Source: an optimization exercise on an open RTL-to-GDS flow (aim: small area). Production flows keep margins and buffers that such runs may drop.
Function was checked by simulation only, so behaviour that the tests miss may differ from the original.

==> flow/design.v (excerpt) <==
module synth_engine(
    input clk,
    input rst_n,
    input audio_sync,
    input [4:0] out_gain,
    output [10:0] reg_addr,
    input [31:0] reg_rdata,
    output [10:0] ph_raddr,
    input [23:0] ph_rdata,
    output [10:0] ph_waddr,
    output [23:0] ph_wdata,
    output ph_we,
    output [15:0] out_data,
    output out_valid
    );
For scale: about 5600 cells after synthesis, about 420 flip-flops, about 140 I/O pins, about 48000 sq um of cells after synthesis.
clock: 10.0 ns
lec_check: 0
cap_margin: 20
core_margin: 2
core_utilization: 40
slew_margin: 20
run.sh (not shown) runs the stock make flow with config.mk's settings and CLKGATE_MAP_FILE= SYNTH_SCRIPT=/design/flow/synth_recipe.tcl, a recipe that flattens the netlist after the stock synthesis.
Next try:
--- a/flow/design.v
+++ b/flow/design.v
@@ -328,57 +328,65 @@
     6'd63: begin x_6 = -20'sd36895; y_6 = 20'sd259490; end
     default: begin x_6 = 20'sd0; y_6 = 20'sd0; end
     endcase
 end
 wire signed [19:0] ys_6 = y_6 >>> 6;
 wire signed [19:0] x_7 = x_6 + (ys_6 ^ {20{pos_6_q4}}) + {19'd0, pos_6_q4};
 wire signed [19:0] xs_6 = x_6 >>> 6;
 wire signed [19:0] y_7 = y_6 + (xs_6 ^ {20{~pos_6_q4}}) + {19'd0, ~pos_6_q4};
 wire signed [19:0] ys_7 = y_7 >>> 7;
-wire signed [19:0] x_8 = x_7 + (ys_7 ^ {20{pos_7_q4}}) + {19'd0, pos_7_q4};
+wire [18:0] xh_8 = x_7[19:1] + (ys_7[19:1] ^ {19{pos_7_q4}}) + {18'd0, pos_7_q4};
+wire signed [19:0] x_8 = {xh_8, 1'd0};
 wire signed [19:0] xs_7 = x_7 >>> 7;
 wire signed [19:0] y_8 = y_7 + (xs_7 ^ {20{~pos_7_q4}}) + {19'd0, ~pos_7_q4};
 wire signed [19:0] ys_8 = y_8_q5 >>> 8;
-wire signed [19:0] x_9 = x_8_q5 + (ys_8 ^ {20{pos_8_q5}}) + {19'd0, pos_8_q5};
+wire [18:0] xh_9 = x_8_q5[19:1] + (ys_8[19:1] ^ {19{pos_8_q5}}) + {18'd0, pos_8_q5};
+wire signed [19:0] x_9 = {xh_9, 1'd0};
 wire signed [19:0] xs_8 = x_8_q5 >>> 8;
 wire signed [19:0] y_9 = y_8_q5 + (xs_8 ^ {20{~pos_8_q5}}) + {19'd0, ~pos_8_q5};
 wire signed [19:0] ys_9 = y_9 >>> 9;
-wire signed [19:0] x_10 = x_9 + (ys_9 ^ {20{pos_9_q5}}) + {19'd0, pos_9_q5};
+wire [16:0] xh_10 = x_9[19:3] + (ys_9[19:3] ^ {17{pos_9_q5}}) + {16'd0, pos_9_q5};
+wire signed [19:0] x_10 = {xh_10, 3'd0};
 wire signed [19:0] xs_9 = x_9 >>> 9;
 wire signed [19:0] y_10 = y_9 + (xs_9 ^ {20{~pos_9_q5}}) + {19'd0, ~pos_9_q5};
 wire signed [19:0] ys_10 = y_10 >>> 10;
-wire signed [19:0] x_11 = x_10 + (ys_10 ^ {20{pos_10_q5}}) + {19'd0, pos_10_q5};
+wire [15:0] xh_11 = x_10[19:4] + (ys_10[19:4] ^ {16{pos_10_q5}}) + {15'd0, pos_10_q5};
+wire signed [19:0] x_11 = {xh_11, 4'd0};
 wire signed [19:0] xs_10 = x_10 >>> 10;
 wire signed [19:0] y_11 = y_10 + (xs_10 ^ {20{~pos_10_q5}}) + {19'd0, ~pos_10_q5};
 wire signed [19:0] ys_11 = y_11_q6 >>> 11;
-wire signed [19:0] x_12 = x_11_q6 + (ys_11 ^ {20{pos_11_q6}}) + {19'd0, pos_11_q6};
+wire [15:0] xh_12 = x_11_q6[19:4] + (ys_11[19:4] ^ {16{pos_11_q6}}) + {15'd0, pos_11_q6};
+wire signed [19:0] x_12 = {xh_12, 4'd0};
 wire signed [19:0] xs_11 = x_11_q6 >>> 11;
 wire signed [19:0] y_12 = y_11_q6 + (xs_11 ^ {20{~pos_11_q6}}) + {19'd0, ~pos_11_q6};
 wire signed [19:0] ys_12 = y_12 >>> 12;
-wire signed [19:0] x_13 = x_12 + (ys_12 ^ {20{pos_12_q6}}) + {19'd0, pos_12_q6};
+wire [15:0] xh_13 = x_12[19:4] + (ys_12[19:4] ^ {16{pos_12_q6}}) + {15'd0, pos_12_q6};
+wire signed [19:0] x_13 = {xh_13, 4'd0};
 wire signed [19:0] xs_12 = x_12 >>> 12;
 wire signed [19:0] y_13 = y_12 + (xs_12 ^ {20{~pos_12_q6}}) + {19'd0, ~pos_12_q6};
 wire signed [19:0] ys_13 = y_13 >>> 13;
-wire signed [19:0] x_14 = x_13 + (ys_13 ^ {20{pos_13_q6}}) + {19'd0, pos_13_q6};
+wire [15:0] xh_14 = x_13[19:4] + (ys_13[19:4] ^ {16{pos_13_q6}}) + {15'd0, pos_13_q6};
+wire signed [19:0] x_14 = {xh_14, 4'd0};
 wire signed [19:0] xs_13 = x_13 >>> 13;
 wire signed [19:0] y_14 = y_13 + (xs_13 ^ {20{~pos_13_q6}}) + {19'd0, ~pos_13_q6};
 wire signed [19:0] x_15 = x_14_q7;
 wire signed [19:0] xs_14 = x_14_q7 >>> 14;
 wire signed [19:0] y_15 = y_14_q7 + (xs_14 ^ {20{~pos_14_q7}}) + {19'd0, ~pos_14_q7};
 wire signed [19:0] xs_15 = x_15 >>> 15;
 wire signed [19:0] y_16 = y_15 + (xs_15 ^ {20{~pos_15_q7}}) + {19'd0, ~pos_15_q7};
 wire signed [15:0] sin_m = y_16[19:4];
 wire signed [14:0] gs = {1'b0, g_q8};
 wire signed [29:0] prod = sin_m_q8 * gs;
 wire [40:0] prodx = {{11{prod[29]}}, prod} ^ {41{flip_q8}};
 reg signed [40:0] sum;
 reg out_v;
 always @(posedge clk) begin
-    sum <= (first_q8 ? 41'sd0 : sum) + prodx + {40'd0, flip_q8};
+    sum <= sum_next;
     if (!rst_n) out_v <= 1'b0;
     else out_v <= last_q8;
 end
+wire [40:0] sum_next = (first_q8 ? 41'sd0 : sum) + prodx + {40'd0, flip_q8};
 wire signed [40:0] sh = sum >>> gain_out;
 wire ovf = ~(&sh[40:15] | ~(|sh[40:15]));
 assign out_data = ovf ? (sh[40] ? 16'h8000 : 16'h7FFF) : sh[15:0];
 assign out_valid = out_v;
 endmodule
- final cell count came out lower by a few percent
- wire length came out lower by a few percent
- global-route usage came out lower by 0.33 points
- worst setup slack improves by 0.38 ns
- non-clock buffer count came out lower by 58
- maximum frequency came out higher by a few percent
- synthesized area came out lower slightly
- count of clock-buffer cells in the layout came out lower by 6
- hold slack degrades by 0.0068 ns
- sequential share of layout area came out higher by 0.31 points

## port drivers added, routing unchanged
No port has a modelled driver above. Below, the same layouts with a new extraction and two added sets of constraints.
Step 1: set_driving_cell puts a clkbuf_16 on clk and a buf_2 on each other input, an assumption about the parent block.
Step 2 adds t to the input delays and takes it off the output delays; t is the mean of the earliest and latest rising clock arrival at the registers after step 1. Input paths then give back, and output paths get back, about the clock's delay inside the block.
Slacks: ideal ports / drivers / drivers and shift; pairs: ideal ports / drivers.
run | t, ns | slack for setup (ns) | hold WS [ns]
the first run | 0.732 | 0.323 / 0.374 / -0.358 | 0.320 / 0.320 / 0.320
the second run | 0.680 | 0.701 / 0.701 / 0.155 | 0.313 / 0.313 / 0.313
Met with ideal ports but missed after step 2: setup timing in the first run. For the first run, which loses most, drivers alone change the setup slack by +0.051 ns; drivers and shift together by -0.681 ns.
